This is an optimization exercise on Yosys and OpenROAD, whose aim is small area, not a production implementation. Function was checked by simulation only, so behaviour that the tests miss may differ from the original. Power is estimated from default activity; no workload was simulated.

==> module driver, before the edit <==
module driver(
input clk,
input [31:0] instruction,
input [1:0] core_sel,
input reset,
input [31:0] input_output_write_data,
input [31:0] output_addr_data,
input pc_ready,
output reg output_write_data_pass,
output reg output_addr_data_pass,
output reg [15:0] output_mem_addr,
output reg [31:0] output_mem_wdata,
output reg [3:0] output_wstrb,
output reg pc_valid,
output reg pc_instr,
input [15:0] mem_addr,
input [31:0] mem_wdata,
input [3:0] wstrb,
input mem_instr,
input mem_valid,
output reg [31:0] mem_rdata,
output reg mem_ready,
output reg chip_reset,
output [1:0] chip_core
);
  assign chip_core = core_sel;
  reg [2:0] state;
  reg [2:0] next_state;
  reg [31:0] opcode_pc2driver;
  reg [31:0] i_o_wdata_pc2driver;
  reg [15:0] i_o_addr_lo;
  reg        i_o_addr_hi_nz;        
  reg [15:0] mem_addr_risc2driver;
  reg [31:0] mem_wdata_risc2driver;
  reg [3:0]  wstrb_risc2driver;
  reg        mem_instr_risc2driver;
  wire s_i   = ~state[2] & ~state[1] & ~state[0];
  wire hld_b = state[0];                  
  wire hld_w = state[1];                  
  wire ld_w  = state[0] & ~state[1];      
  wire ld_b  = state[1] & ~state[0];      
  wire [2:0] f;
  assign f[0] = s_i | (state[0] & state[1]) | (mem_valid & (state[0] ^ state[1]));
  assign f[1] = s_i | (state[0] & ~mem_valid);
  assign f[2] = ld_b & ~mem_valid;
  always @(posedge clk) begin
    next_state <= f;
    state <= reset ? 3'b000 : next_state;
  end
  wire a_eq = (mem_addr_risc2driver == i_o_addr_lo) & ~i_o_addr_hi_nz;
  wire d_eq = (mem_wdata_risc2driver == i_o_wdata_pc2driver);
  always @(posedge clk) begin
    mem_rdata             <= ({32{ld_w}} & opcode_pc2driver) | ({32{hld_w}} & mem_rdata);
    mem_addr_risc2driver  <= ({16{ld_w}} & mem_addr)         | ({16{hld_w}} & mem_addr_risc2driver);
    mem_wdata_risc2driver <= ({32{ld_w}} & mem_wdata)        | ({32{hld_w}} & mem_wdata_risc2driver);
    wstrb_risc2driver     <= ({4{ld_w}}  & wstrb)            | ({4{hld_w}}  & wstrb_risc2driver);
    mem_instr_risc2driver <= (ld_w & mem_instr)              | (hld_w & mem_instr_risc2driver);
    opcode_pc2driver      <= ({32{ld_b}} & instruction)             | ({32{hld_b}} & opcode_pc2driver);
    i_o_wdata_pc2driver   <= ({32{ld_b}} & input_output_write_data) | ({32{hld_b}} & i_o_wdata_pc2driver);
    i_o_addr_lo           <= ({16{ld_b}} & output_addr_data[15:0])  | ({16{hld_b}} & i_o_addr_lo);
    i_o_addr_hi_nz        <= (ld_b & (|output_addr_data[31:16]))    | (hld_b & i_o_addr_hi_nz);
    output_mem_addr       <= ({16{ld_b}} & mem_addr_risc2driver)    | ({16{hld_b}} & output_mem_addr);
    output_mem_wdata      <= ({32{ld_b}} & mem_wdata_risc2driver)   | ({32{hld_b}} & output_mem_wdata);
    output_wstrb          <= ({4{ld_b}}  & wstrb_risc2driver)       | ({4{hld_b}}  & output_wstrb);
    pc_instr              <= (ld_b & mem_instr_risc2driver)         | (hld_b & pc_instr);
    output_addr_data_pass <= (ld_b & a_eq)                          | (hld_b & output_addr_data_pass);
    output_write_data_pass<= (ld_b & d_eq)                          | (hld_b & output_write_data_pass);
    mem_ready  <= ld_w | (state[0] & state[1] & mem_ready);
    chip_reset <= s_i | ((state[0] ^ state[1]) & chip_reset);
    pc_valid   <= state[0] | state[2];
  end
endmodule
Settings: LEC_CHECK=0, CAP_MARGIN=20, CORE_MARGIN=2, CORE_UTILIZATION=80, SLEW_MARGIN=20; clock period 4.0 ns.
standard.sh (not shown) runs the stock make flow with config.mk's settings and CLKGATE_MAP_FILE= SYNTH_SCRIPT=/design/flow/synth_recipe.tcl, a recipe that flattens the netlist after the stock synthesis.
==> flow/flow/run.sh <==
#!/bin/bash
set -euo pipefail
cd "$(dirname "$0")/.."
export BUFFER_PORTS_ARGS="-buffer_cell sky130_fd_sc_hd__buf_1"
export CTS_ARGS="-sink_clustering_enable -repair_clock_nets -dont_use_dummy_load -buf_list sky130_fd_sc_hd__clkbuf_8 -sink_clustering_size 20 -sink_clustering_max_diameter 60"
bash standard.sh finish > standard_flow.log 2>&1
Edit:
==> flow/design.v (replaced) <==
`timescale 1ns / 1ps
module driver(
input clk,
input [31:0] instruction,
input [1:0] core_sel,
input reset,
input [31:0] input_output_write_data,
input [31:0] output_addr_data,
input pc_ready,
output reg output_write_data_pass,
output reg output_addr_data_pass,
output reg [15:0] output_mem_addr,
output reg [31:0] output_mem_wdata,
output reg [3:0] output_wstrb,
output reg pc_valid,
output reg pc_instr,
input [15:0] mem_addr,
input [31:0] mem_wdata,
input [3:0] wstrb,
input mem_instr,
input mem_valid,
output reg [31:0] mem_rdata,
output reg mem_ready,
output reg chip_reset,
output [1:0] chip_core
);
  assign chip_core = core_sel;
  reg [2:0] next_state;
  reg st_w, st_b, st_hw, st_hb, st_d;
  reg [31:0] opcode_pc2driver;
  reg [31:0] i_o_wdata_pc2driver;
  reg [15:0] i_o_addr_lo;
  reg        i_o_addr_hi_nz;        
  reg [15:0] mem_addr_risc2driver;
  reg [31:0] mem_wdata_risc2driver;
  reg [3:0]  wstrb_risc2driver;
  reg        mem_instr_risc2driver;
  wire s_i  = ~st_hw & ~st_hb & ~st_d;    
  wire s_i2 = st_hw & st_hb;              
  always @(posedge clk) begin
    next_state[0] <= s_i | s_i2 | (mem_valid & (st_w | st_b));
    next_state[1] <= s_i | (st_hb & ~mem_valid);
    next_state[2] <= st_b & ~mem_valid;
    st_w  <= ~reset & next_state[0] & ~next_state[1];
    st_b  <= ~reset & next_state[1] & ~next_state[0];
    st_hb <= ~reset & next_state[0];
    st_hw <= ~reset & next_state[1];
    st_d  <= ~reset & next_state[2];
  end
  wire a_eq = (mem_addr_risc2driver == i_o_addr_lo) & ~i_o_addr_hi_nz;
  wire d_eq = (mem_wdata_risc2driver == i_o_wdata_pc2driver);
  always @(posedge clk) begin
    mem_rdata             <= ({32{st_w}} & opcode_pc2driver) | ({32{st_hw}} & mem_rdata);
    mem_addr_risc2driver  <= ({16{st_w}} & mem_addr)         | ({16{st_hw}} & mem_addr_risc2driver);
    mem_wdata_risc2driver <= ({32{st_w}} & mem_wdata)        | ({32{st_hw}} & mem_wdata_risc2driver);
    wstrb_risc2driver     <= ({4{st_w}}  & wstrb)            | ({4{st_hw}}  & wstrb_risc2driver);
    mem_instr_risc2driver <= (st_w & mem_instr)              | (st_hw & mem_instr_risc2driver);
    opcode_pc2driver      <= ({32{st_b}} & instruction)             | ({32{st_hb}} & opcode_pc2driver);
    i_o_wdata_pc2driver   <= ({32{st_b}} & input_output_write_data) | ({32{st_hb}} & i_o_wdata_pc2driver);
    i_o_addr_lo           <= ({16{st_b}} & output_addr_data[15:0])  | ({16{st_hb}} & i_o_addr_lo);
    i_o_addr_hi_nz        <= (st_b & (|output_addr_data[31:16]))    | (st_hb & i_o_addr_hi_nz);
    output_mem_addr       <= ({16{st_b}} & mem_addr_risc2driver)    | ({16{st_hb}} & output_mem_addr);
    output_mem_wdata      <= ({32{st_b}} & mem_wdata_risc2driver)   | ({32{st_hb}} & output_mem_wdata);
    output_wstrb          <= ({4{st_b}}  & wstrb_risc2driver)       | ({4{st_hb}}  & output_wstrb);
    pc_instr              <= (st_b & mem_instr_risc2driver)         | (st_hb & pc_instr);
    output_addr_data_pass <= (st_b & a_eq)                          | (st_hb & output_addr_data_pass);
    output_write_data_pass<= (st_b & d_eq)                          | (st_hb & output_write_data_pass);
    mem_ready  <= st_w | (s_i2 & mem_ready);
    chip_reset <= s_i | ((st_w | st_b) & chip_reset);
    pc_valid   <= st_hb | st_d;
  end
endmodule
Cell count barely changes.
Wire length rises by a little under a tenth.
Worst hold slack degrades by 0.040 ns.
Register-to-register slack gets better by 0.84 ns.
First-iteration DRC count goes up by well over a third.
Worst setup slack gets better by 0.84 ns.
Clock power stays flat.
Non-clock buffer count fell by 1.
Sequential share of layout area goes up by 0.63 points.
Count of clock-buffer cells in the layout stays the same.
Via count came out higher by a few percent.
Critical path depth goes down by 1.
Final area barely changes.

[port drivers added, routing unchanged]
In the flow no input, the clock included, has a driving cell. The finished layouts below were timed again as built, in two steps. Step 1 assumes that a clkbuf_16 drives the clock port and a buf_2 every other input. Step 2 adds t to the input delays and takes it off the output delays; t is the mean of the earliest and latest rising clock arrival at the registers after step 1. Input paths then give back, and output paths get back, about the clock's delay inside the block. a / b / c = ideal / step 1 / step 2; a / b = the first two.
run	shift t [ns]	setup slack, ns	hold WS [ns]	worst register clock-pin slew, ns
the first run	0.514	1.116 / 1.116 / 1.116	0.442 / 0.442 / 0.442	0.12 / 0.12
the second run	0.518	1.960 / 1.960 / 1.960	0.403 / 0.403 / 0.403	0.12 / 0.12
After both steps every run listed still meets setup and hold.
